From an optimization exercise on the open Yosys and OpenROAD flow, aimed at small area, a short achievable clock period and few clock cycles per item; shortcuts taken in it are not production practice.
No functional check of the RTL was part of this run.
No activity file was given, so power comes from the tool's default toggle rates.

--- design/flow/design.v ---
module wallace_multi (
    input clk,
    input rst,
    input [15:0] a,
    input [15:0] b,
    output reg [31:0] p,
    output reg done
);
    wire c185;
    wire c187;
    wire c189;
    wire c191;
    wire c193;
    wire c195;
    wire c197;
    wire c199;
    wire c201;
    wire c203;
    wire c205;
    wire c207;
    wire c209;
    wire c211;
    wire c213;
    wire c215;
    wire c217;
    wire c219;
    wire c221;
    wire c225;
    wire c227;
    wire c229;
    wire c231;
    wire c233;
    wire c237;
    wire c239;
    wire c241;
    wire c243;
    wire c245;
    wire c249;
    wire c251;
    wire c253;
    wire c255;
    wire c257;
    wire c259;
    wire c263;
    wire c265;
    wire c267;
    wire c269;
    wire c271;
    wire c276;
    wire c279;
    wire c281;
    wire c283;
    wire c285;
    wire c287;
    wire c289;
    wire c294;
    wire c296;
    wire c298;
    wire c300;
    wire c302;
    wire c304;
    wire c306;
    wire c311;
    wire c313;
    wire c315;
    wire c317;
    wire c319;
    wire c321;
    wire c323;
    wire c328;
    wire c331;
    wire c333;
    wire c335;
    wire c337;
    wire c339;
    wire c341;
    wire c343;
    wire c347;
    wire c349;
    wire c351;
    wire c353;
    wire c355;
    wire c357;
    wire c359;
    wire c364;
    wire c366;
    wire c368;
    wire c370;
    wire c372;
    wire c374;
    wire c376;
    wire c381;
    wire c383;
    wire c385;
    wire c387;
    wire c389;
    wire c391;
    wire c396;
    wire c398;
    wire c400;
    wire c402;
    wire c404;
    wire c406;
    wire c411;
    wire c413;
    wire c415;
    wire c417;
    wire c419;
    wire c424;
    wire c426;
    wire c428;
    wire c430;
    wire c432;
    wire c437;
    wire c439;
    wire c441;
    wire c443;
    wire c448;
    wire c450;
    wire c452;
    wire c454;
    wire c456;
    wire c458;
    wire c460;
    wire c462;
    wire c464;
    wire c466;
    wire c468;
    wire c470;
    wire c472;
    wire c474;
    wire c476;
    wire c478;
    wire c480;
    wire n1;
    wire n2;
    wire n3;
    wire n4;
    wire n5;
    wire n6;
    wire n7;
    wire n8;
    wire n9;
    wire n10;
    wire n11;
    wire n12;
    wire n13;
    wire n14;
    wire n15;
    wire n16;
    wire n17;
    wire n18;
    wire n19;
    wire n20;
    wire n21;
    wire n22;
    wire n23;
    wire n24;
    wire n25;
    wire n26;
    wire n27;
    wire n28;
    wire n29;
    wire n30;
    wire n31;
    wire n32;
    wire n33;
    wire n34;
    wire n35;
    wire n36;
    wire n37;
    wire n38;
    wire n39;
    wire n40;
    wire n41;
    wire n42;
    wire n43;
    wire n44;
    wire n45;
    wire n46;
    wire n47;
    wire n48;
    wire n49;
    wire n50;
    wire n51;
    wire n52;
    wire n53;
    wire n54;
    wire n55;
    wire n56;
    wire n57;
    wire n58;
    wire n59;
    wire n60;
    wire n61;
    wire n62;
    wire n63;
    wire n64;
    wire n65;
    wire n66;
    wire n67;
    wire n68;
    wire n69;
    wire n70;
    wire n71;
    wire n72;
    wire n73;
    wire n74;
    wire n75;
    wire n76;
    wire n77;
    wire n78;
    wire n79;
    wire n80;
    wire n81;
    wire n82;
    wire n83;
    wire n84;
    wire n85;
    wire n86;
    wire n87;
    wire n88;
    wire n89;
    wire n90;
    wire n91;
    wire n92;
    wire n93;
    wire n94;
    wire n95;
    wire n96;
    wire n97;
    wire n98;
    wire n99;
    wire n100;
    wire n101;
    wire n102;
    wire n103;
    wire n104;
    wire n105;
    wire n106;
    wire n107;
    wire n108;
    wire n109;
    wire n110;
    wire n111;
    wire n112;
    wire n113;
    wire n114;
    wire n115;
    wire n116;
    wire n117;
    wire n118;
    wire n119;
    wire n120;
    wire n121;
    wire n122;
    wire n123;
    wire n124;
    wire n125;
    wire n126;
    wire n127;
    wire n128;
    wire n129;
    wire n130;
    wire n131;
    wire n132;
    wire n133;
    wire n134;
    wire n135;
    wire n136;
    wire n137;
    wire n138;
    wire n139;
    wire n140;
    wire n141;
    wire n142;
    wire n143;
    wire n144;
    wire n145;
    wire n146;
    wire n147;
    wire n148;
    wire n149;
    wire n150;
    wire n151;
    wire n152;
    wire n153;
    wire n154;
    wire n155;
    wire n156;
    wire n157;
    wire n158;
    wire n159;
    wire n160;
    wire n161;
    wire n162;
    wire n163;
    wire n164;
    wire n165;
    wire n166;
    wire n167;
    wire n168;
    wire n169;
    wire n170;
    wire n171;
    wire n172;
    wire n173;
    wire n174;
    wire n175;
    wire n176;
    wire n177;
    wire n178;
    wire n179;
    wire n180;
    wire n181;
    wire n182;
    wire n183;
    wire n481;
    wire n482;
    wire n483;
    wire n484;
    wire n485;
    wire n486;
    wire n487;
    wire n488;
    wire n489;
    wire n490;
    wire n491;
    wire n492;
    wire n493;
    wire n494;
    wire n495;
    wire n496;
    wire n498;
    wire n499;
    wire n500;
    wire n501;
    wire n502;
    wire n503;
    wire n504;
    wire n505;
    wire n506;
    wire n507;
    wire n508;
    wire n509;
    wire n510;
    wire n511;
    wire n512;
    wire n513;
    wire n514;
    wire n515;
    wire n516;
    wire n517;
    wire n518;
    wire n519;
    wire n520;
    wire n521;
    wire n522;
    wire n523;
    wire n524;
    wire n525;
    wire n526;
    wire n527;
    wire n528;
    wire n529;
    wire n531;
    wire n532;
    wire n535;
    wire n536;
    wire n539;
    wire n540;
    wire n541;
    wire n544;
    wire n545;
    wire n546;
    wire n547;
    wire n548;
    wire n549;
    wire n550;
    wire n551;
    wire n552;
    wire n553;
    wire n554;
    wire n555;
    wire n556;
    wire n560;
    wire n562;
    wire n564;
    wire n566;
    wire n567;
    wire n568;
    wire n569;
    wire n570;
    wire n571;
    wire n572;
    wire n573;
    wire n574;
    wire n575;
    wire n576;
    wire n577;
    wire n578;
    wire n579;
    wire n580;
    wire n581;
    wire n582;
    wire n583;
    wire n584;
    wire n588;
    wire n589;
    wire n590;
    wire n591;
    wire n592;
    wire n593;
    wire n594;
    wire n595;
    wire n597;
    wire n599;
    wire n600;
    wire n601;
    wire n602;
    wire n603;
    wire n604;
    wire n605;
    wire n606;
    wire n607;
    wire n608;
    wire n609;
    wire n610;
    wire n611;
    wire n612;
    wire n613;
    wire n614;
    wire n615;
    wire n616;
    wire n617;
    wire n618;
    wire n619;
    wire n620;
    wire n621;
    wire n624;
    wire n625;
    wire n628;
    wire n629;
    wire n630;
    wire n631;
    wire n632;
    wire n633;
    wire n635;
    wire n637;
    wire n638;
    wire n639;
    wire n640;
    wire n641;
    wire n642;
    wire n643;
    wire n644;
    wire n645;
    wire n646;
    wire n647;
    wire n648;
    wire n649;
    wire n650;
    wire n651;
    wire n652;
    wire n653;
    wire n654;
    wire n655;
    wire n656;
    wire n657;
    wire n658;
    wire n659;
    wire n660;
    wire n661;
    wire n662;
    wire n663;
    wire n664;
    wire n665;
    wire n666;
    wire n667;
    wire n668;
    wire n669;
    wire n670;
    wire n671;
    wire n672;
    wire n673;
    wire n674;
    wire n675;
    wire n676;
    wire n677;
    wire n678;
    wire n679;
    wire n680;
    wire n681;
    wire n682;
    wire n683;
    wire n684;
    wire n685;
    wire n686;
    wire n687;
    wire n688;
    wire n689;
    wire n690;
    wire n691;
    wire n692;
    wire n693;
    wire n694;
    wire n695;
    wire n696;
    wire n697;
    wire n698;
    wire n699;
    wire n700;
    wire n701;
    wire n702;
    wire n703;
    wire n704;
    wire n705;
    wire n706;
    wire n707;
    wire n708;
    wire n709;
    wire n710;
    wire n711;
    wire n712;
    wire n713;
    wire n714;
    wire n715;
    wire n716;
    wire n717;
    wire n718;
    wire n719;
    wire n720;
    wire n721;
    wire n722;
    wire n723;
    wire n724;
    wire n725;
    wire n726;
    wire n727;
    wire n728;
    wire n729;
    wire n730;
    wire n731;
    wire n732;
    wire n734;
    wire n735;
    wire n736;
    wire n737;
    wire n738;
    wire n739;
    wire n740;
    wire n741;
    wire n742;
    wire n743;
    wire n744;
    wire n747;
    wire n750;
    wire n753;
    wire n756;
    wire n759;
    wire n762;
    wire n765;
    wire n768;
    wire n771;
    wire n774;
    wire n777;
    wire n780;
    wire n783;
    wire n786;
    wire n790;
    reg r222;
    reg r223;
    reg r234;
    reg r235;
    reg r246;
    reg r247;
    reg r260;
    reg r261;
    reg r272;
    reg r273;
    reg r274;
    reg r277;
    reg r290;
    reg r291;
    reg r292;
    reg r307;
    reg r308;
    reg r309;
    reg r324;
    reg r325;
    reg r326;
    reg r329;
    reg r344;
    reg r345;
    reg r360;
    reg r361;
    reg r362;
    reg r377;
    reg r378;
    reg r379;
    reg r392;
    reg r393;
    reg r394;
    reg r407;
    reg r408;
    reg r409;
    reg r420;
    reg r421;
    reg r422;
    reg r433;
    reg r434;
    reg r435;
    reg r444;
    reg r445;
    reg r446;
    reg r497;
    reg r530;
    reg r533;
    reg r534;
    reg r537;
    reg r538;
    reg r542;
    reg r543;
    reg r557;
    reg r558;
    reg r559;
    reg r561;
    reg r563;
    reg r565;
    reg r585;
    reg r586;
    reg r587;
    reg r596;
    reg r598;
    reg r622;
    reg r623;
    reg r626;
    reg r627;
    reg r634;
    reg r636;
    reg r733;
    reg r745;
    reg r746;
    reg r748;
    reg r749;
    reg r751;
    reg r752;
    reg r754;
    reg r755;
    reg r757;
    reg r758;
    reg r760;
    reg r761;
    reg r763;
    reg r764;
    reg r766;
    reg r767;
    reg r769;
    reg r770;
    reg r772;
    reg r773;
    reg r775;
    reg r776;
    reg r778;
    reg r779;
    reg r781;
    reg r782;
    reg r784;
    reg r785;
    reg r787;
    reg r788;
    reg r789;
    reg r791;
    reg r792;
    reg r793;
    reg r794;
    reg r795;
    reg r796;
    reg r797;
    reg r798;
    reg r799;
    reg r800;
    reg r801;
    reg r802;
    reg r803;
    reg r804;
    reg r805;
    reg r806;
    reg r807;
    reg r808;
    reg r809;
    reg r810;
    reg r811;
    reg r812;
    reg r813;
    wire s184;
    wire s186;
    wire s188;
    wire s190;
    wire s192;
    wire s194;
    wire s196;
    wire s198;
    wire s200;
    wire s202;
    wire s204;
    wire s206;
    wire s208;
    wire s210;
    wire s212;
    wire s214;
    wire s216;
    wire s218;
    wire s220;
    wire s224;
    wire s226;
    wire s228;
    wire s230;
    wire s232;
    wire s236;
    wire s238;
    wire s240;
    wire s242;
    wire s244;
    wire s248;
    wire s250;
    wire s252;
    wire s254;
    wire s256;
    wire s258;
    wire s262;
    wire s264;
    wire s266;
    wire s268;
    wire s270;
    wire s275;
    wire s278;
    wire s280;
    wire s282;
    wire s284;
    wire s286;
    wire s288;
    wire s293;
    wire s295;
    wire s297;
    wire s299;
    wire s301;
    wire s303;
    wire s305;
    wire s310;
    wire s312;
    wire s314;
    wire s316;
    wire s318;
    wire s320;
    wire s322;
    wire s327;
    wire s330;
    wire s332;
    wire s334;
    wire s336;
    wire s338;
    wire s340;
    wire s342;
    wire s346;
    wire s348;
    wire s350;
    wire s352;
    wire s354;
    wire s356;
    wire s358;
    wire s363;
    wire s365;
    wire s367;
    wire s369;
    wire s371;
    wire s373;
    wire s375;
    wire s380;
    wire s382;
    wire s384;
    wire s386;
    wire s388;
    wire s390;
    wire s395;
    wire s397;
    wire s399;
    wire s401;
    wire s403;
    wire s405;
    wire s410;
    wire s412;
    wire s414;
    wire s416;
    wire s418;
    wire s423;
    wire s425;
    wire s427;
    wire s429;
    wire s431;
    wire s436;
    wire s438;
    wire s440;
    wire s442;
    wire s447;
    wire s449;
    wire s451;
    wire s453;
    wire s455;
    wire s457;
    wire s459;
    wire s461;
    wire s463;
    wire s465;
    wire s467;
    wire s469;
    wire s471;
    wire s473;
    wire s475;
    wire s477;
    wire s479;
    assign n1 = b[1] & ~b[0];
    assign n2 = b[2] ^ b[1];
    assign n3 = (b[3] & ~b[2] & ~b[1]) | (~b[3] & b[2] & b[1]);
    assign n4 = b[4] ^ b[3];
    assign n5 = (b[5] & ~b[4] & ~b[3]) | (~b[5] & b[4] & b[3]);
    assign n6 = b[6] ^ b[5];
    assign n7 = (b[7] & ~b[6] & ~b[5]) | (~b[7] & b[6] & b[5]);
    assign n8 = b[8] ^ b[7];
    assign n9 = (b[9] & ~b[8] & ~b[7]) | (~b[9] & b[8] & b[7]);
    assign n10 = b[10] ^ b[9];
    assign n11 = (b[11] & ~b[10] & ~b[9]) | (~b[11] & b[10] & b[9]);
    assign n12 = b[12] ^ b[11];
    assign n13 = (b[13] & ~b[12] & ~b[11]) | (~b[13] & b[12] & b[11]);
    assign n14 = b[14] ^ b[13];
    assign n15 = (b[15] & ~b[14] & ~b[13]) | (~b[15] & b[14] & b[13]);
    assign n16 = (b[0] & a[0]) ^ b[1];
    assign n17 = ((b[0] & a[1]) | (n1 & a[0])) ^ b[1];
    assign n18 = ((b[0] & a[2]) | (n1 & a[1])) ^ b[1];
    assign n19 = ((b[0] & a[3]) | (n1 & a[2])) ^ b[1];
    assign n20 = ((b[0] & a[4]) | (n1 & a[3])) ^ b[1];
    assign n21 = ((b[0] & a[5]) | (n1 & a[4])) ^ b[1];
    assign n22 = ((b[0] & a[6]) | (n1 & a[5])) ^ b[1];
    assign n23 = ((b[0] & a[7]) | (n1 & a[6])) ^ b[1];
    assign n24 = ((b[0] & a[8]) | (n1 & a[7])) ^ b[1];
    assign n25 = ((b[0] & a[9]) | (n1 & a[8])) ^ b[1];
    assign n26 = ((b[0] & a[10]) | (n1 & a[9])) ^ b[1];
    assign n27 = ((b[0] & a[11]) | (n1 & a[10])) ^ b[1];
    assign n28 = ((b[0] & a[12]) | (n1 & a[11])) ^ b[1];
    assign n29 = ((b[0] & a[13]) | (n1 & a[12])) ^ b[1];
    assign n30 = ((b[0] & a[14]) | (n1 & a[13])) ^ b[1];
    assign n31 = ((b[0] & a[15]) | (n1 & a[14])) ^ b[1];
    assign n32 = (n1 & a[15]) ^ b[1];
    assign n33 = ~b[1];
    assign n34 = (n2 & a[0]) ^ b[3];
    assign n35 = ((n2 & a[1]) | (n3 & a[0])) ^ b[3];
    assign n36 = ((n2 & a[2]) | (n3 & a[1])) ^ b[3];
    assign n37 = ((n2 & a[3]) | (n3 & a[2])) ^ b[3];
    assign n38 = ((n2 & a[4]) | (n3 & a[3])) ^ b[3];
    assign n39 = ((n2 & a[5]) | (n3 & a[4])) ^ b[3];
    assign n40 = ((n2 & a[6]) | (n3 & a[5])) ^ b[3];
    assign n41 = ((n2 & a[7]) | (n3 & a[6])) ^ b[3];
    assign n42 = ((n2 & a[8]) | (n3 & a[7])) ^ b[3];
    assign n43 = ((n2 & a[9]) | (n3 & a[8])) ^ b[3];
    assign n44 = ((n2 & a[10]) | (n3 & a[9])) ^ b[3];
    assign n45 = ((n2 & a[11]) | (n3 & a[10])) ^ b[3];
    assign n46 = ((n2 & a[12]) | (n3 & a[11])) ^ b[3];
    assign n47 = ((n2 & a[13]) | (n3 & a[12])) ^ b[3];
    assign n48 = ((n2 & a[14]) | (n3 & a[13])) ^ b[3];
    assign n49 = ((n2 & a[15]) | (n3 & a[14])) ^ b[3];
    assign n50 = (n3 & a[15]) ^ b[3];
    assign n51 = ~b[3];
    assign n52 = (n4 & a[0]) ^ b[5];
    assign n53 = ((n4 & a[1]) | (n5 & a[0])) ^ b[5];
    assign n54 = ((n4 & a[2]) | (n5 & a[1])) ^ b[5];
    assign n55 = ((n4 & a[3]) | (n5 & a[2])) ^ b[5];
    assign n56 = ((n4 & a[4]) | (n5 & a[3])) ^ b[5];
    assign n57 = ((n4 & a[5]) | (n5 & a[4])) ^ b[5];
    assign n58 = ((n4 & a[6]) | (n5 & a[5])) ^ b[5];
    assign n59 = ((n4 & a[7]) | (n5 & a[6])) ^ b[5];
    assign n60 = ((n4 & a[8]) | (n5 & a[7])) ^ b[5];
    assign n61 = ((n4 & a[9]) | (n5 & a[8])) ^ b[5];
    assign n62 = ((n4 & a[10]) | (n5 & a[9])) ^ b[5];
    assign n63 = ((n4 & a[11]) | (n5 & a[10])) ^ b[5];
    assign n64 = ((n4 & a[12]) | (n5 & a[11])) ^ b[5];
    assign n65 = ((n4 & a[13]) | (n5 & a[12])) ^ b[5];
    assign n66 = ((n4 & a[14]) | (n5 & a[13])) ^ b[5];
    assign n67 = ((n4 & a[15]) | (n5 & a[14])) ^ b[5];
    assign n68 = (n5 & a[15]) ^ b[5];
    assign n69 = ~b[5];
    assign n70 = (n6 & a[0]) ^ b[7];
    assign n71 = ((n6 & a[1]) | (n7 & a[0])) ^ b[7];
    assign n72 = ((n6 & a[2]) | (n7 & a[1])) ^ b[7];
    assign n73 = ((n6 & a[3]) | (n7 & a[2])) ^ b[7];
    assign n74 = ((n6 & a[4]) | (n7 & a[3])) ^ b[7];
    assign n75 = ((n6 & a[5]) | (n7 & a[4])) ^ b[7];
    assign n76 = ((n6 & a[6]) | (n7 & a[5])) ^ b[7];
    assign n77 = ((n6 & a[7]) | (n7 & a[6])) ^ b[7];
    assign n78 = ((n6 & a[8]) | (n7 & a[7])) ^ b[7];
    assign n79 = ((n6 & a[9]) | (n7 & a[8])) ^ b[7];
    assign n80 = ((n6 & a[10]) | (n7 & a[9])) ^ b[7];
    assign n81 = ((n6 & a[11]) | (n7 & a[10])) ^ b[7];
    assign n82 = ((n6 & a[12]) | (n7 & a[11])) ^ b[7];
    assign n83 = ((n6 & a[13]) | (n7 & a[12])) ^ b[7];
    assign n84 = ((n6 & a[14]) | (n7 & a[13])) ^ b[7];
    assign n85 = ((n6 & a[15]) | (n7 & a[14])) ^ b[7];
    assign n86 = (n7 & a[15]) ^ b[7];
    assign n87 = ~b[7];
    assign n88 = (n8 & a[0]) ^ b[9];
    assign n89 = ((n8 & a[1]) | (n9 & a[0])) ^ b[9];
    assign n90 = ((n8 & a[2]) | (n9 & a[1])) ^ b[9];
    assign n91 = ((n8 & a[3]) | (n9 & a[2])) ^ b[9];
    assign n92 = ((n8 & a[4]) | (n9 & a[3])) ^ b[9];
    assign n93 = ((n8 & a[5]) | (n9 & a[4])) ^ b[9];
    assign n94 = ((n8 & a[6]) | (n9 & a[5])) ^ b[9];
    assign n95 = ((n8 & a[7]) | (n9 & a[6])) ^ b[9];
    assign n96 = ((n8 & a[8]) | (n9 & a[7])) ^ b[9];
    assign n97 = ((n8 & a[9]) | (n9 & a[8])) ^ b[9];
    assign n98 = ((n8 & a[10]) | (n9 & a[9])) ^ b[9];
    assign n99 = ((n8 & a[11]) | (n9 & a[10])) ^ b[9];
    assign n100 = ((n8 & a[12]) | (n9 & a[11])) ^ b[9];
    assign n101 = ((n8 & a[13]) | (n9 & a[12])) ^ b[9];
    assign n102 = ((n8 & a[14]) | (n9 & a[13])) ^ b[9];
    assign n103 = ((n8 & a[15]) | (n9 & a[14])) ^ b[9];
    assign n104 = (n9 & a[15]) ^ b[9];
    assign n105 = ~b[9];
    assign n106 = (n10 & a[0]) ^ b[11];
    assign n107 = ((n10 & a[1]) | (n11 & a[0])) ^ b[11];
    assign n108 = ((n10 & a[2]) | (n11 & a[1])) ^ b[11];
    assign n109 = ((n10 & a[3]) | (n11 & a[2])) ^ b[11];
    assign n110 = ((n10 & a[4]) | (n11 & a[3])) ^ b[11];
    assign n111 = ((n10 & a[5]) | (n11 & a[4])) ^ b[11];
    assign n112 = ((n10 & a[6]) | (n11 & a[5])) ^ b[11];
    assign n113 = ((n10 & a[7]) | (n11 & a[6])) ^ b[11];
    assign n114 = ((n10 & a[8]) | (n11 & a[7])) ^ b[11];
    assign n115 = ((n10 & a[9]) | (n11 & a[8])) ^ b[11];
    assign n116 = ((n10 & a[10]) | (n11 & a[9])) ^ b[11];
    assign n117 = ((n10 & a[11]) | (n11 & a[10])) ^ b[11];
    assign n118 = ((n10 & a[12]) | (n11 & a[11])) ^ b[11];
    assign n119 = ((n10 & a[13]) | (n11 & a[12])) ^ b[11];
    assign n120 = ((n10 & a[14]) | (n11 & a[13])) ^ b[11];
    assign n121 = ((n10 & a[15]) | (n11 & a[14])) ^ b[11];
    assign n122 = (n11 & a[15]) ^ b[11];
    assign n123 = ~b[11];
    assign n124 = (n12 & a[0]) ^ b[13];
    assign n125 = ((n12 & a[1]) | (n13 & a[0])) ^ b[13];
    assign n126 = ((n12 & a[2]) | (n13 & a[1])) ^ b[13];
    assign n127 = ((n12 & a[3]) | (n13 & a[2])) ^ b[13];
    assign n128 = ((n12 & a[4]) | (n13 & a[3])) ^ b[13];
    assign n129 = ((n12 & a[5]) | (n13 & a[4])) ^ b[13];
    assign n130 = ((n12 & a[6]) | (n13 & a[5])) ^ b[13];
    assign n131 = ((n12 & a[7]) | (n13 & a[6])) ^ b[13];
    assign n132 = ((n12 & a[8]) | (n13 & a[7])) ^ b[13];
    assign n133 = ((n12 & a[9]) | (n13 & a[8])) ^ b[13];
    assign n134 = ((n12 & a[10]) | (n13 & a[9])) ^ b[13];
    assign n135 = ((n12 & a[11]) | (n13 & a[10])) ^ b[13];
    assign n136 = ((n12 & a[12]) | (n13 & a[11])) ^ b[13];
    assign n137 = ((n12 & a[13]) | (n13 & a[12])) ^ b[13];
    assign n138 = ((n12 & a[14]) | (n13 & a[13])) ^ b[13];
    assign n139 = ((n12 & a[15]) | (n13 & a[14])) ^ b[13];
    assign n140 = (n13 & a[15]) ^ b[13];
    assign n141 = ~b[13];
    assign n142 = (n14 & a[0]) ^ b[15];
    assign n143 = ((n14 & a[1]) | (n15 & a[0])) ^ b[15];
    assign n144 = ((n14 & a[2]) | (n15 & a[1])) ^ b[15];
    assign n145 = ((n14 & a[3]) | (n15 & a[2])) ^ b[15];
    assign n146 = ((n14 & a[4]) | (n15 & a[3])) ^ b[15];
    assign n147 = ((n14 & a[5]) | (n15 & a[4])) ^ b[15];
    assign n148 = ((n14 & a[6]) | (n15 & a[5])) ^ b[15];
    assign n149 = ((n14 & a[7]) | (n15 & a[6])) ^ b[15];
    assign n150 = ((n14 & a[8]) | (n15 & a[7])) ^ b[15];
    assign n151 = ((n14 & a[9]) | (n15 & a[8])) ^ b[15];
    assign n152 = ((n14 & a[10]) | (n15 & a[9])) ^ b[15];
    assign n153 = ((n14 & a[11]) | (n15 & a[10])) ^ b[15];
    assign n154 = ((n14 & a[12]) | (n15 & a[11])) ^ b[15];
    assign n155 = ((n14 & a[13]) | (n15 & a[12])) ^ b[15];
    assign n156 = ((n14 & a[14]) | (n15 & a[13])) ^ b[15];
    assign n157 = ((n14 & a[15]) | (n15 & a[14])) ^ b[15];
    assign n158 = (n15 & a[15]) ^ b[15];
    assign n159 = ~b[15];
    assign n160 = b[15] & a[0];
    assign n161 = b[15] & a[1];
    assign n162 = b[15] & a[2];
    assign n163 = b[15] & a[3];
    assign n164 = b[15] & a[4];
    assign n165 = b[15] & a[5];
    assign n166 = b[15] & a[6];
    assign n167 = b[15] & a[7];
    assign n168 = b[15] & a[8];
    assign n169 = b[15] & a[9];
    assign n170 = b[15] & a[10];
    assign n171 = b[15] & a[11];
    assign n172 = b[15] & a[12];
    assign n173 = b[15] & a[13];
    assign n174 = b[15] & a[14];
    assign n175 = b[15] & a[15];
    assign n176 = ~n161;
    assign n177 = ~n161;
    assign n178 = ~n164;
    assign n179 = ~n166;
    assign n180 = ~n168;
    assign n181 = ~n170;
    assign n182 = ~n172;
    assign n183 = ~n174;
    mha us184 (.a(b[3]), .b(n18), .s(s184), .co(c185));
    mha us186 (.a(n19), .b(n35), .s(s186), .co(c187));
    mfa us188 (.a(b[5]), .b(n20), .c(n36), .s(s188), .co(c189));
    mha us190 (.a(n52), .b(c187), .s(s190), .co(c191));
    mfa us192 (.a(n21), .b(n37), .c(n53), .s(s192), .co(c193));
    mha us194 (.a(c189), .b(s192), .s(s194), .co(c195));
    mfa us196 (.a(b[7]), .b(n22), .c(n38), .s(s196), .co(c197));
    mfa us198 (.a(n54), .b(n70), .c(c193), .s(s198), .co(c199));
    mha us200 (.a(s196), .b(c195), .s(s200), .co(c201));
    mfa us202 (.a(n23), .b(n39), .c(n55), .s(s202), .co(c203));
    mfa us204 (.a(n71), .b(c197), .c(s202), .s(s204), .co(c205));
    mha us206 (.a(c199), .b(s204), .s(s206), .co(c207));
    mfa us208 (.a(b[9]), .b(n24), .c(n40), .s(s208), .co(c209));
    mfa us210 (.a(n56), .b(n72), .c(n88), .s(s210), .co(c211));
    mfa us212 (.a(c203), .b(s208), .c(s210), .s(s212), .co(c213));
    mha us214 (.a(c205), .b(s212), .s(s214), .co(c215));
    mfa us216 (.a(n25), .b(n41), .c(n57), .s(s216), .co(c217));
    mfa us218 (.a(n73), .b(n89), .c(c209), .s(s218), .co(c219));
    mfa us220 (.a(c211), .b(s216), .c(c213), .s(s220), .co(c221));
    mfa us226 (.a(b[11]), .b(n26), .c(n42), .s(s226), .co(c227));
    mfa us228 (.a(n58), .b(n74), .c(n90), .s(s228), .co(c229));
    mfa us230 (.a(n106), .b(c217), .c(s226), .s(s230), .co(c231));
    mfa us232 (.a(s228), .b(c219), .c(s230), .s(s232), .co(c233));
    mfa us238 (.a(n27), .b(n43), .c(n59), .s(s238), .co(c239));
    mfa us240 (.a(n75), .b(n91), .c(n107), .s(s240), .co(c241));
    mfa us242 (.a(c227), .b(c229), .c(s238), .s(s242), .co(c243));
    mfa us244 (.a(s240), .b(c231), .c(s242), .s(s244), .co(c245));
    mfa us250 (.a(b[13]), .b(n28), .c(n44), .s(s250), .co(c251));
    mfa us252 (.a(n60), .b(n76), .c(n92), .s(s252), .co(c253));
    mfa us254 (.a(n108), .b(n124), .c(c239), .s(s254), .co(c255));
    mfa us256 (.a(c241), .b(s250), .c(s252), .s(s256), .co(c257));
    mfa us258 (.a(c243), .b(s254), .c(s256), .s(s258), .co(c259));
    mfa us264 (.a(n29), .b(n45), .c(n61), .s(s264), .co(c265));
    mfa us266 (.a(n77), .b(n93), .c(n109), .s(s266), .co(c267));
    mfa us268 (.a(n125), .b(c251), .c(c253), .s(s268), .co(c269));
    mfa us270 (.a(s264), .b(s266), .c(c255), .s(s270), .co(c271));
    mfa us280 (.a(b[15]), .b(n30), .c(n46), .s(s280), .co(c281));
    mfa us282 (.a(n62), .b(n78), .c(n94), .s(s282), .co(c283));
    mfa us284 (.a(n110), .b(n126), .c(n142), .s(s284), .co(c285));
    mfa us286 (.a(c265), .b(c267), .c(s280), .s(s286), .co(c287));
    mfa us288 (.a(s282), .b(s284), .c(c269), .s(s288), .co(c289));
    mfa us297 (.a(n31), .b(n47), .c(n63), .s(s297), .co(c298));
    mfa us299 (.a(n79), .b(n95), .c(n111), .s(s299), .co(c300));
    mfa us301 (.a(n127), .b(n143), .c(c281), .s(s301), .co(c302));
    mfa us303 (.a(c283), .b(c285), .c(s297), .s(s303), .co(c304));
    mfa us305 (.a(s299), .b(c287), .c(s301), .s(s305), .co(c306));
    mfa us314 (.a(n160), .b(n32), .c(n48), .s(s314), .co(c315));
    mfa us316 (.a(n64), .b(n80), .c(n96), .s(s316), .co(c317));
    mfa us318 (.a(n112), .b(n128), .c(n144), .s(s318), .co(c319));
    mfa us320 (.a(c298), .b(c300), .c(s314), .s(s320), .co(c321));
    mfa us322 (.a(s316), .b(s318), .c(c302), .s(s322), .co(c323));
    mfa us332 (.a(n33), .b(n176), .c(n49), .s(s332), .co(c333));
    mfa us334 (.a(n65), .b(n81), .c(n97), .s(s334), .co(c335));
    mfa us336 (.a(n113), .b(n129), .c(n145), .s(s336), .co(c337));
    mfa us338 (.a(c315), .b(c317), .c(c319), .s(s338), .co(c339));
    mfa us340 (.a(s332), .b(s334), .c(s336), .s(s340), .co(c341));
    mfa us342 (.a(c321), .b(s338), .c(s340), .s(s342), .co(c343));
    mfa us348 (.a(n162), .b(n177), .c(n50), .s(s348), .co(c349));
    mfa us350 (.a(n66), .b(n82), .c(n98), .s(s350), .co(c351));
    mfa us352 (.a(n114), .b(n130), .c(n146), .s(s352), .co(c353));
    mfa us354 (.a(c333), .b(c335), .c(c337), .s(s354), .co(c355));
    mfa us356 (.a(s348), .b(s350), .c(s352), .s(s356), .co(c357));
    mfa us358 (.a(c339), .b(c341), .c(s354), .s(s358), .co(c359));
    mfa us365 (.a(n51), .b(n163), .c(n161), .s(s365), .co(c366));
    mfa us367 (.a(s365), .b(n67), .c(n83), .s(s367), .co(c368));
    mfa us369 (.a(n99), .b(n115), .c(n131), .s(s369), .co(c370));
    mfa us371 (.a(n147), .b(c349), .c(c351), .s(s371), .co(c372));
    mfa us373 (.a(c353), .b(s367), .c(s369), .s(s373), .co(c374));
    mfa us375 (.a(c355), .b(c357), .c(s371), .s(s375), .co(c376));
    mfa us382 (.a(n178), .b(c366), .c(n68), .s(s382), .co(c383));
    mfa us384 (.a(n84), .b(n100), .c(n116), .s(s384), .co(c385));
    mfa us386 (.a(n132), .b(n148), .c(c368), .s(s386), .co(c387));
    mfa us388 (.a(c370), .b(s382), .c(s384), .s(s388), .co(c389));
    mfa us390 (.a(c372), .b(c374), .c(s386), .s(s390), .co(c391));
    mfa us397 (.a(n69), .b(n165), .c(n164), .s(s397), .co(c398));
    mfa us399 (.a(s397), .b(n85), .c(n101), .s(s399), .co(c400));
    mfa us401 (.a(n117), .b(n133), .c(n149), .s(s401), .co(c402));
    mfa us403 (.a(c383), .b(c385), .c(s399), .s(s403), .co(c404));
    mfa us405 (.a(s401), .b(c387), .c(c389), .s(s405), .co(c406));
    mfa us412 (.a(n179), .b(c398), .c(n86), .s(s412), .co(c413));
    mfa us414 (.a(n102), .b(n118), .c(n134), .s(s414), .co(c415));
    mfa us416 (.a(n150), .b(c400), .c(c402), .s(s416), .co(c417));
    mfa us418 (.a(s412), .b(s414), .c(c404), .s(s418), .co(c419));
    mfa us425 (.a(n87), .b(n167), .c(n166), .s(s425), .co(c426));
    mfa us427 (.a(s425), .b(n103), .c(n119), .s(s427), .co(c428));
    mfa us429 (.a(n135), .b(n151), .c(c413), .s(s429), .co(c430));
    mfa us431 (.a(c415), .b(s427), .c(c417), .s(s431), .co(c432));
    mfa us438 (.a(n180), .b(c426), .c(n104), .s(s438), .co(c439));
    mfa us440 (.a(n120), .b(n136), .c(n152), .s(s440), .co(c441));
    mfa us442 (.a(c428), .b(s438), .c(s440), .s(s442), .co(c443));
    mfa us449 (.a(n105), .b(n169), .c(n168), .s(s449), .co(c450));
    mfa us451 (.a(s449), .b(n121), .c(n137), .s(s451), .co(c452));
    mfa us453 (.a(n153), .b(c439), .c(c441), .s(s453), .co(c454));
    mfa us455 (.a(s451), .b(c443), .c(s453), .s(s455), .co(c456));
    mfa us457 (.a(n181), .b(c450), .c(n122), .s(s457), .co(c458));
    mfa us459 (.a(n138), .b(n154), .c(c452), .s(s459), .co(c460));
    mfa us461 (.a(s457), .b(c454), .c(s459), .s(s461), .co(c462));
    mfa us463 (.a(n123), .b(n171), .c(n170), .s(s463), .co(c464));
    mfa us465 (.a(s463), .b(n139), .c(n155), .s(s465), .co(c466));
    mfa us467 (.a(c458), .b(s465), .c(c460), .s(s467), .co(c468));
    mfa us469 (.a(n182), .b(c464), .c(n140), .s(s469), .co(c470));
    mfa us471 (.a(n156), .b(c466), .c(s469), .s(s471), .co(c472));
    mfa us473 (.a(n141), .b(n173), .c(n172), .s(s473), .co(c474));
    mfa us475 (.a(s473), .b(n157), .c(c470), .s(s475), .co(c476));
    mfa us477 (.a(n183), .b(c474), .c(n158), .s(s477), .co(c478));
    mfa us479 (.a(n159), .b(n175), .c(n174), .s(s479), .co(c480));
    assign n481 = n16 & b[1];
    assign n482 = n16 ^ b[1];
    assign n483 = n34 & s184;
    assign n484 = n34 ^ s184;
    assign n485 = c185 & s186;
    assign n486 = c185 ^ s186;
    assign n487 = s188 & s190;
    assign n488 = s188 ^ s190;
    assign n489 = c191 & s194;
    assign n490 = c191 ^ s194;
    assign n491 = s198 & s200;
    assign n492 = s198 ^ s200;
    assign n493 = c201 & s206;
    assign n494 = c201 ^ s206;
    assign n495 = c207 & s214;
    assign n496 = c207 ^ s214;
    assign n541 = c468 & s471;
    assign n545 = c472 & s475;
    assign n546 = c472 ^ s475;
    assign n547 = c476 & s477;
    assign n548 = c476 ^ s477;
    assign n549 = c478 & s479;
    assign n550 = c478 ^ s479;
    assign n551 = n17 & n481;
    assign n552 = n17 & n482;
    assign n553 = n485 | (n486 & n483);
    assign n554 = n486 & n484;
    assign n555 = n489 | (n490 & n487);
    assign n556 = n490 & n488;
    assign n590 = n549 | (n550 & n547);
    assign n591 = n550 & n548;
    assign n592 = n483 | (n484 & n551);
    assign n593 = n484 & n552;
    assign n594 = n553 | (n554 & n551);
    assign n595 = n554 & n552;
    assign n630 = n487 | (n488 & n594);
    assign n631 = n488 & n595;
    assign n632 = n555 | (n556 & n594);
    assign n633 = n556 & n595;
    assign n728 = n17 ^ n481;
    assign n729 = n484 ^ n551;
    assign n730 = n486 ^ n592;
    assign n731 = n488 ^ n594;
    assign n732 = n490 ^ n630;
    always @(posedge clk) begin
        r222 <= s218;
        r223 <= c215;
        r234 <= c221;
        r235 <= s232;
        r246 <= c233;
        r247 <= s244;
        r260 <= c245;
        r261 <= s258;
        r272 <= c257;
        r273 <= s268;
        r274 <= s270;
        r277 <= c259;
        r290 <= s286;
        r291 <= c271;
        r292 <= s288;
        r307 <= s303;
        r308 <= c289;
        r309 <= s305;
        r324 <= c304;
        r325 <= s320;
        r326 <= c306;
        r329 <= s322;
        r344 <= c323;
        r345 <= s342;
        r360 <= s356;
        r361 <= c343;
        r362 <= s358;
        r377 <= s373;
        r378 <= c359;
        r379 <= s375;
        r392 <= s388;
        r393 <= c376;
        r394 <= s390;
        r407 <= s403;
        r408 <= c391;
        r409 <= s405;
        r420 <= s416;
        r421 <= c406;
        r422 <= s418;
        r433 <= s429;
        r434 <= c419;
        r435 <= s431;
        r444 <= c430;
        r445 <= s442;
        r446 <= c432;
        r497 <= s220;
        r530 <= s455;
        r533 <= c456;
        r534 <= s461;
        r537 <= c462;
        r538 <= s467;
        r542 <= c468;
        r543 <= s471;
        r557 <= n493;
        r558 <= n494;
        r559 <= n491;
        r561 <= n492;
        r563 <= n495;
        r565 <= n496;
        r585 <= n545;
        r586 <= n546;
        r587 <= n541;
        r596 <= n555;
        r598 <= n556;
        r622 <= n547;
        r623 <= n548;
        r626 <= n590;
        r627 <= n591;
        r634 <= n594;
        r636 <= n595;
        r733 <= n632;
        r787 <= n550;
        r791 <= n482;
        r793 <= n728;
        r795 <= n729;
        r797 <= n730;
        r799 <= n731;
        r801 <= n732;
    end
    mha us224 (.a(r222), .b(r223), .s(s224), .co(c225));
    mha us236 (.a(r234), .b(r235), .s(s236), .co(c237));
    mha us248 (.a(r246), .b(r247), .s(s248), .co(c249));
    mha us262 (.a(r260), .b(r261), .s(s262), .co(c263));
    mfa us275 (.a(r272), .b(r273), .c(r274), .s(s275), .co(c276));
    mha us278 (.a(r277), .b(c263), .s(s278), .co(c279));
    mfa us293 (.a(r290), .b(r291), .c(r292), .s(s293), .co(c294));
    mha us295 (.a(c276), .b(s293), .s(s295), .co(c296));
    mfa us310 (.a(r307), .b(r308), .c(r309), .s(s310), .co(c311));
    mha us312 (.a(c294), .b(s310), .s(s312), .co(c313));
    mfa us327 (.a(r324), .b(r325), .c(r326), .s(s327), .co(c328));
    mfa us330 (.a(r329), .b(c311), .c(s327), .s(s330), .co(c331));
    mfa us346 (.a(r344), .b(r345), .c(c328), .s(s346), .co(c347));
    mfa us363 (.a(r360), .b(r361), .c(r362), .s(s363), .co(c364));
    mfa us380 (.a(r377), .b(r378), .c(r379), .s(s380), .co(c381));
    mfa us395 (.a(r392), .b(r393), .c(r394), .s(s395), .co(c396));
    mfa us410 (.a(r407), .b(r408), .c(r409), .s(s410), .co(c411));
    mfa us423 (.a(r420), .b(r421), .c(r422), .s(s423), .co(c424));
    mfa us436 (.a(r433), .b(r434), .c(r435), .s(s436), .co(c437));
    mfa us447 (.a(r444), .b(r445), .c(r446), .s(s447), .co(c448));
    assign n498 = r497 & s224;
    assign n499 = r497 ^ s224;
    assign n500 = c225 & s236;
    assign n501 = c225 ^ s236;
    assign n502 = c237 & s248;
    assign n503 = c237 ^ s248;
    assign n504 = c249 & s262;
    assign n505 = c249 ^ s262;
    assign n506 = s275 & s278;
    assign n507 = s275 ^ s278;
    assign n508 = c279 & s295;
    assign n509 = c279 ^ s295;
    assign n510 = c296 & s312;
    assign n511 = c296 ^ s312;
    assign n512 = c313 & s330;
    assign n513 = c313 ^ s330;
    assign n514 = c331 & s346;
    assign n515 = c331 ^ s346;
    assign n516 = c347 & s363;
    assign n517 = c347 ^ s363;
    assign n518 = c364 & s380;
    assign n519 = c364 ^ s380;
    assign n520 = c381 & s395;
    assign n521 = c381 ^ s395;
    assign n522 = c396 & s410;
    assign n523 = c396 ^ s410;
    assign n524 = c411 & s423;
    assign n525 = c411 ^ s423;
    assign n526 = c424 & s436;
    assign n527 = c424 ^ s436;
    assign n528 = c437 & s447;
    assign n529 = c437 ^ s447;
    assign n531 = c448 & r530;
    assign n532 = c448 ^ r530;
    assign n535 = r533 & r534;
    assign n536 = r533 ^ r534;
    assign n539 = r537 & r538;
    assign n540 = r537 ^ r538;
    assign n544 = r542 ^ r543;
    assign n560 = r557 | (r558 & r559);
    assign n562 = r558 & r561;
    assign n564 = n498 | (n499 & r563);
    assign n566 = n499 & r565;
    assign n567 = n502 | (n503 & n500);
    assign n568 = n503 & n501;
    assign n569 = n506 | (n507 & n504);
    assign n570 = n507 & n505;
    assign n571 = n510 | (n511 & n508);
    assign n572 = n511 & n509;
    assign n573 = n514 | (n515 & n512);
    assign n574 = n515 & n513;
    assign n575 = n518 | (n519 & n516);
    assign n576 = n519 & n517;
    assign n577 = n522 | (n523 & n520);
    assign n578 = n523 & n521;
    assign n579 = n526 | (n527 & n524);
    assign n580 = n527 & n525;
    assign n581 = n531 | (n532 & n528);
    assign n582 = n532 & n529;
    assign n583 = n539 | (n540 & n535);
    assign n584 = n540 & n536;
    assign n588 = r585 | (r586 & r587);
    assign n589 = r586 & n544;
    assign n597 = r559 | (r561 & r596);
    assign n599 = r561 & r598;
    assign n600 = n560 | (n562 & r596);
    assign n601 = n562 & r598;
    assign n602 = n500 | (n501 & n564);
    assign n603 = n501 & n566;
    assign n604 = n567 | (n568 & n564);
    assign n605 = n568 & n566;
    assign n606 = n508 | (n509 & n569);
    assign n607 = n509 & n570;
    assign n608 = n571 | (n572 & n569);
    assign n609 = n572 & n570;
    assign n610 = n516 | (n517 & n573);
    assign n611 = n517 & n574;
    assign n612 = n575 | (n576 & n573);
    assign n613 = n576 & n574;
    assign n614 = n524 | (n525 & n577);
    assign n615 = n525 & n578;
    assign n616 = n579 | (n580 & n577);
    assign n617 = n580 & n578;
    assign n618 = n535 | (n536 & n581);
    assign n619 = n536 & n582;
    assign n620 = n583 | (n584 & n581);
    assign n621 = n584 & n582;
    assign n624 = r622 | (r623 & n588);
    assign n625 = r623 & n589;
    assign n628 = r626 | (r627 & n588);
    assign n629 = r627 & n589;
    assign n635 = n597 | (n599 & r634);
    assign n637 = n599 & r636;
    assign n638 = n600 | (n601 & r634);
    assign n639 = n601 & r636;
    assign n640 = n504 | (n505 & n604);
    assign n641 = n505 & n605;
    assign n642 = n569 | (n570 & n604);
    assign n643 = n570 & n605;
    assign n644 = n606 | (n607 & n604);
    assign n645 = n607 & n605;
    assign n646 = n608 | (n609 & n604);
    assign n647 = n609 & n605;
    assign n648 = n520 | (n521 & n612);
    assign n649 = n521 & n613;
    assign n650 = n577 | (n578 & n612);
    assign n651 = n578 & n613;
    assign n652 = n614 | (n615 & n612);
    assign n653 = n615 & n613;
    assign n654 = n616 | (n617 & n612);
    assign n655 = n617 & n613;
    assign n656 = r587 | (n544 & n620);
    assign n657 = n544 & n621;
    assign n658 = n588 | (n589 & n620);
    assign n659 = n589 & n621;
    assign n660 = n624 | (n625 & n620);
    assign n661 = n625 & n621;
    assign n662 = n628 | (n629 & n620);
    assign n663 = n629 & n621;
    assign n664 = r563 | (r565 & n638);
    assign n665 = r565 & n639;
    assign n666 = n564 | (n566 & n638);
    assign n667 = n566 & n639;
    assign n668 = n602 | (n603 & n638);
    assign n669 = n603 & n639;
    assign n670 = n604 | (n605 & n638);
    assign n671 = n605 & n639;
    assign n672 = n640 | (n641 & n638);
    assign n673 = n641 & n639;
    assign n674 = n642 | (n643 & n638);
    assign n675 = n643 & n639;
    assign n676 = n644 | (n645 & n638);
    assign n677 = n645 & n639;
    assign n678 = n646 | (n647 & n638);
    assign n679 = n647 & n639;
    assign n680 = n528 | (n529 & n654);
    assign n681 = n529 & n655;
    assign n682 = n581 | (n582 & n654);
    assign n683 = n582 & n655;
    assign n684 = n618 | (n619 & n654);
    assign n685 = n619 & n655;
    assign n686 = n620 | (n621 & n654);
    assign n687 = n621 & n655;
    assign n688 = n656 | (n657 & n654);
    assign n689 = n657 & n655;
    assign n690 = n658 | (n659 & n654);
    assign n691 = n659 & n655;
    assign n692 = n660 | (n661 & n654);
    assign n693 = n661 & n655;
    assign n694 = n662 | (n663 & n654);
    assign n695 = n663 & n655;
    assign n696 = n512 | (n513 & n678);
    assign n697 = n513 & n679;
    assign n698 = n573 | (n574 & n678);
    assign n699 = n574 & n679;
    assign n700 = n610 | (n611 & n678);
    assign n701 = n611 & n679;
    assign n702 = n612 | (n613 & n678);
    assign n703 = n613 & n679;
    assign n704 = n648 | (n649 & n678);
    assign n705 = n649 & n679;
    assign n706 = n650 | (n651 & n678);
    assign n707 = n651 & n679;
    assign n708 = n652 | (n653 & n678);
    assign n709 = n653 & n679;
    assign n710 = n654 | (n655 & n678);
    assign n711 = n655 & n679;
    assign n712 = n680 | (n681 & n678);
    assign n713 = n681 & n679;
    assign n714 = n682 | (n683 & n678);
    assign n715 = n683 & n679;
    assign n716 = n684 | (n685 & n678);
    assign n717 = n685 & n679;
    assign n718 = n686 | (n687 & n678);
    assign n719 = n687 & n679;
    assign n720 = n688 | (n689 & n678);
    assign n721 = n689 & n679;
    assign n722 = n690 | (n691 & n678);
    assign n723 = n691 & n679;
    assign n724 = n692 | (n693 & n678);
    assign n725 = n693 & n679;
    assign n726 = n694 | (n695 & n678);
    assign n727 = n695 & n679;
    assign n734 = r561 ^ r733;
    assign n735 = r558 ^ n635;
    assign n736 = r565 ^ n638;
    assign n737 = n499 ^ n664;
    assign n738 = n501 ^ n666;
    assign n739 = n503 ^ n668;
    assign n740 = n505 ^ n670;
    assign n741 = n507 ^ n672;
    assign n742 = n509 ^ n674;
    assign n743 = n511 ^ n676;
    assign n744 = n513 ^ n678;
    always @(posedge clk) begin
        r745 <= n515;
        r746 <= n696;
        r748 <= n517;
        r749 <= n698;
        r751 <= n519;
        r752 <= n700;
        r754 <= n521;
        r755 <= n702;
        r757 <= n523;
        r758 <= n704;
        r760 <= n525;
        r761 <= n706;
        r763 <= n527;
        r764 <= n708;
        r766 <= n529;
        r767 <= n710;
        r769 <= n532;
        r770 <= n712;
        r772 <= n536;
        r773 <= n714;
        r775 <= n540;
        r776 <= n716;
        r778 <= n544;
        r779 <= n718;
        r781 <= r586;
        r782 <= n720;
        r784 <= r623;
        r785 <= n722;
        r788 <= r787;
        r789 <= n724;
        r792 <= r791;
        r794 <= r793;
        r796 <= r795;
        r798 <= r797;
        r800 <= r799;
        r802 <= r801;
        r803 <= n734;
        r804 <= n735;
        r805 <= n736;
        r806 <= n737;
        r807 <= n738;
        r808 <= n739;
        r809 <= n740;
        r810 <= n741;
        r811 <= n742;
        r812 <= n743;
        r813 <= n744;
    end
    assign n747 = r745 ^ r746;
    assign n750 = r748 ^ r749;
    assign n753 = r751 ^ r752;
    assign n756 = r754 ^ r755;
    assign n759 = r757 ^ r758;
    assign n762 = r760 ^ r761;
    assign n765 = r763 ^ r764;
    assign n768 = r766 ^ r767;
    assign n771 = r769 ^ r770;
    assign n774 = r772 ^ r773;
    assign n777 = r775 ^ r776;
    assign n780 = r778 ^ r779;
    assign n783 = r781 ^ r782;
    assign n786 = r784 ^ r785;
    assign n790 = r788 ^ r789;
    always @(*) p = {n790, n786, n783, n780, n777, n774, n771, n768, n765, n762, n759, n756, n753, n750, n747, r813, r812, r811, r810, r809, r808, r807, r806, r805, r804, r803, r802, r800, r798, r796, r794, r792};
    reg [0:0] v;
    always @(posedge clk or negedge rst) begin
        if (!rst) begin
            v <= 1'b0;
            done <= 1'b0;
        end else begin
            v <= 1'b1;
            done <= v[0];
        end
    end
endmodule
module mfa (input a, input b, input c, output s, output co);
    assign s = a ^ b ^ c;
    assign co = (a & b) | (a & c) | (b & c);
endmodule
module mha (input a, input b, output s, output co);
    assign s = a ^ b;
    assign co = a & b;
endmodule
--- design/flow/run.sh ---
#!/bin/bash
# synth_recipe.tcl (not shown) runs the flow's synth.tcl, then flattens the netlist and writes it again
# the make line also repeats each setting of config.mk as NAME=value (left out here)
make -C /OpenROAD-flow-scripts/flow DESIGN_CONFIG=/design/flow/config.mk WORK_HOME=/design/flow/orfs CLKGATE_MAP_FILE= SYNTH_SCRIPT=/design/flow/synth_recipe.tcl finish
--- design/flow/config.mk ---
export PLATFORM = sky130hd
export DESIGN_NAME = wallace_multi
export DESIGN_NICKNAME = wallace_multi
export VERILOG_FILES = /design/flow/design.v
export SDC_FILE = /design/flow/constraint.sdc
export NUM_CORES = 4
export LEC_CHECK = 0
export CAP_MARGIN = 20
export CORE_MARGIN = 2
export CORE_UTILIZATION = 40
export SLEW_MARGIN = 20
export SYNTH_HIERARCHICAL = 1
--- design/flow/constraint.sdc ---
create_clock -name core_clock -period 4.0 [get_ports {clk}]
set_input_delay 0.8000 -clock core_clock [delete_from_list [all_inputs] [get_ports {clk}]]
set_output_delay 0.8000 -clock core_clock [all_outputs]
set_load 0.01 [all_outputs]
==> results by group <==
Final layout
  – Filler Cell Count: 2887
  – Layout overhead on the synthesized area: 13.5%
  – Layout net count: approximately 1600
  – Fin util: 46.4%
  – Number of antenna repair diodes: 0
  – Fraction of layout instances using a drive strength above 1: under 10%

STA
  – Clock skew: 0.00611 ns
  – Final count of negative-setup-slack endpoints: 0
  – Final-layout setup total negative slack: 0 ns
  – Tightest hold margin: 0.323 ns
  – Number of hold-slack violations in the final timing report: 0
  – Final count of pins violating max slew: 0
  – Transition time at the pin with the least slew margin: ~0.6 ns
  – Unrepaired setup endpoints after global routing: no
  – Max Clk Rate: between 0.2 and 0.3 GHz
  – Headroom to the max-slew limit: between 50% and 60%
  – Part of the cycle the worst path needs: roughly 88%
  – Smallest setup slack after layout: 0.472 ns
  – Minimum clock period: ~3.5 ns

Worst setup path
  – CP required: between 4 and 5 ns
  – Reg-to-reg critical path startpoint: r324
  – Cells along the critical path: clkdlybuf4s50_1, xor2_1, and2_1, a221oi_1, fa_1, fa_1, ha_1, ha_1
  – Reg2Reg Depth: 9
  – Largest incremental delay on the critical path: between 0.5 and 0.6 ns
  – Data arrival time of the critical path: between 3 and 4 ns
  – Critical setup path kind: primary input to register
  – R2R Path End: r779
  – Worst setup path startpoint: b[2]
  – Worst setup endpoint: r558
  – Setup slack of the worst register-to-register path: a little over 1 ns
  – Critical Path Sink Type: register
  – Cell with the largest stage delay on the worst path: clkdlybuf4s50_1
  – Critical path launch point type: primary input
  – Biggest fanout along the worst timing path: 15

Synth
  – Most repeated cell in the gate-level netlist after synthesis: a21oi_1
  – Avg Synthesized Cell Area: between 8 and 9 um2
  – Share of flip-flops with an asynchronous set or reset: 1.61%
  – Yosys reg bits: 124
  – Share of the synthesized area in the top cell type: 20.0%
  – Dominant register cell in the synthesized netlist: dfxtp_1
  – Synth Net Count: around 1700
  – Mapped cell area: 12200 um2
  – Count of flip-flops with a built-in enable after synthesis: 0
  – Top post-synthesis cells by area: dfxtp_1, fa_1, a21oi_1
  – Library cell occupying the most area in the post-synthesis netlist: dfxtp_1
  – Most common library cells after synthesis: a21oi_1, nand2_1, dfxtp_1
  – Cell variety after synth: 52
  – Sequential-to-total area share from yosys stat: 20.5%
  – Number of standard cells after synthesis: 1478
  – Yosys warning total: 7

Clock tree
  – Number of H-tree levels: 4
  – Clock-pin slew reported for the worst setup and hold paths after clock tree synthesis: 0.06 ns
  – Library cell used as clock root buffer: clkbuf_16
  – Worst-Skew Late Latency: 0.42 ns
  – Post-CTS Setup Bufs: 0
  – CTS resizes: 0
  – Clock Sink Count: 124
  – Clock Tree Buf Depth: 2
  – TritonCTS clock tree: done
  – Cts bufs inserted: 17
  – Number of buffers inserted by hold repair at cts: 0

Routing
  – Post-route antenna net violation count: 0
  – Iteration-0 DRC count of the detailed router: around 1000
  – WL final: 31900 um
  – Via density per instance: 5.62
  – Drt first pass iters: 6
  – Total via count in the routed design: 10400
  – Average wire per standard cell: 17.3 um
  – # DRC: 0

GRT
  – Global routing usage on met3: 2.81%
  – Met2 capacity usage during global routing: between 30% and 40%
  – Global route hottest layer: met1
  – Total grt overflow: 0
  – GRT Overall Usage: 20.4%
  – Initial antenna violation count: 0
  – Vias in the first global route: 9264
  – Largest net degree at the start of global routing: 84
  – Global routing usage on met1: 30.8%
  – Global-route wire length before repair: around 51000 um

Min path
  – Worst Min Path Start: r799
  – Min-delay worst type: register to register

Placed design
  – # port buffers: 66
  – Dpl ws: 0.0432 ns
  – Routability congestion estimate from global placement: about 0.85
  – DPL Wire Length: 22900 um

Status
  – Result of the run: complete, no violations

Pwr
  – Peak supply drop: 0.470 mV
  – Total power of the final layout: 8.52 mW
  – Power density over cell area: slightly above 600 nW/um2
  – Leakage power figure: 5.28 nW

Floorplanning
  – Starting Density: roughly two fifths
  – Overall die height: 179 um
  – Die Outline Area: 31900 um2
  – Rows: 63
  – Core region area: ~30000 um2
  – Die boundary width: 179 um
  – # IOs: 67

Job
  – Maximum Capacitance Violations: 0
==> routing by layer <==
metal / vias up / routed length [um]
li1: 5058 / -
met1: 4903 / 15300
met2: 369 / 13800
met3: 24 / 2400
met4: 0 / 347
met5: - / 0
==> worst min path at each step <==
stage | to | slack (ns) | cells past startpoint
after floorplan | r788 | 0.31 | 0
after global placement | r788 | 0.31 | 0
after detailed placement | r800 | 0.31 | 0
after CTS | r800 | 0.33 | 0
after global routing | r788 | 0.33 | 0
final | r800 | 0.32 | 0
==> modules after synthesis, one instance, submodules excluded <==
module / flops+latches / cells inside
mha: 0 / 1
wallace_multi: 124 / 1352
mfa: 0 / 1
==> through the flow <==
stage / cells / area [um2]
2_1_floorplan: 1478 / 12200
3_3_place_gp: 1809 / 13300
3_5_place_dp: 1809 / 13300
4_1_cts: 1841 / 13800
5_1_grt: 1841 / 13800
6_report: 1841 / 13800
==> worst max-delay path, delay by kind of cell <==
| family | cells | cell delay (ns) |
|---|---|---|
| xor+xnor | 1 | 0.19 |
| compound gates | 1 | 0.20 |
| buf+inv | 1 | 0.58 |
| simple gates | 1 | 0.50 |
| fa+ha+maj | 4 | 1.56 |
==> kinds of logic (layout without fill, tap and decap cells) <==
| kind of cell | after synthesis | count (layout) | share of synthesized area, % |
|---|---|---|---|
| AOI/OAI and AO/OA | 479 | 479 | 23.7 |
| and+or+nand+nor | 365 | 365 | 14.3 |
| adders and majority gates | 245 | 245 | 30.5 |
| buffers and inverters | 223 | 196 | 8.01 |
| DFF | 124 | 124 | 20.5 |
| xor gates and xnor gates | 41 | 41 | 2.95 |
| other | 1 | 1 | 0.0308 |
==> power breakdown <==
group          internal [mW]  switching [mW]  leakage, nW  total [mW]
Sequential              1.91           0.254         1.05        2.17
Clock                  0.830           0.605        0.270        1.43
Combinational           2.33            2.59         3.96        4.92
Total                   5.07            3.45         5.28        8.52
==> layout by cell type (no fill, tap or decap), types with 16 or more instances in the layout <==
master,count
o22ai_1,98
nor2_1,71
clkbuf_16,17
nor2b_1,83
dfxtp_1,122
a21oi_1,216
clkdlybuf4s50_1,58
nand2b_1,26
maj3_1,85
o31ai_1,48
a21o_1,16
fa_1,115
ha_1,45
inv_1,24
a221oi_1,25
o21ai_0,46
buf_4,45
nand3_1,22
nand2_1,130
buf_12,25
xor2_1,26
==> area by class of cell <==
type | instances | area (um2) | area share, %
clock buffers | 18 | 439 | 3.18
multi-input cells | 1131 | 8710 | 63.0
repair buffers | 136 | 1460 | 10.6
well taps | 390 | 488 | 3.53
clock inverters | 14 | 126 | 0.914
flip-flops and latches | 124 | 2490 | 18.0
inverters | 28 | 105 | 0.760

separate check: timing with driven ports:
The flow's constraints put no driver on any port. The routed layout listed below was extracted and timed again, unchanged, in two steps.
Step 1, drivers: a clkbuf_16 drives clk and a buf_2 each remaining input, both assumed.
Step 2 moves the port delays by t, midway between the first and last clock arrival at a register: inputs arrive t later, outputs are due t later. That takes back most of the time a late clock gives input paths.
Three values: ideal ports, drivers, drivers and shift; two values: the first two.
t, ns: 0.459
slack for setup (ns): 0.472 / 0.481 / 0.022
worst setup path after step 2: input to register
worst register clock-pin slew, ns: 0.06 / 0.06
cell pins on the clock port's net: 1
After both steps this run still meets setup and hold. For this run, drivers alone change the setup slack by +0.009 ns; drivers and shift together by -0.450 ns.
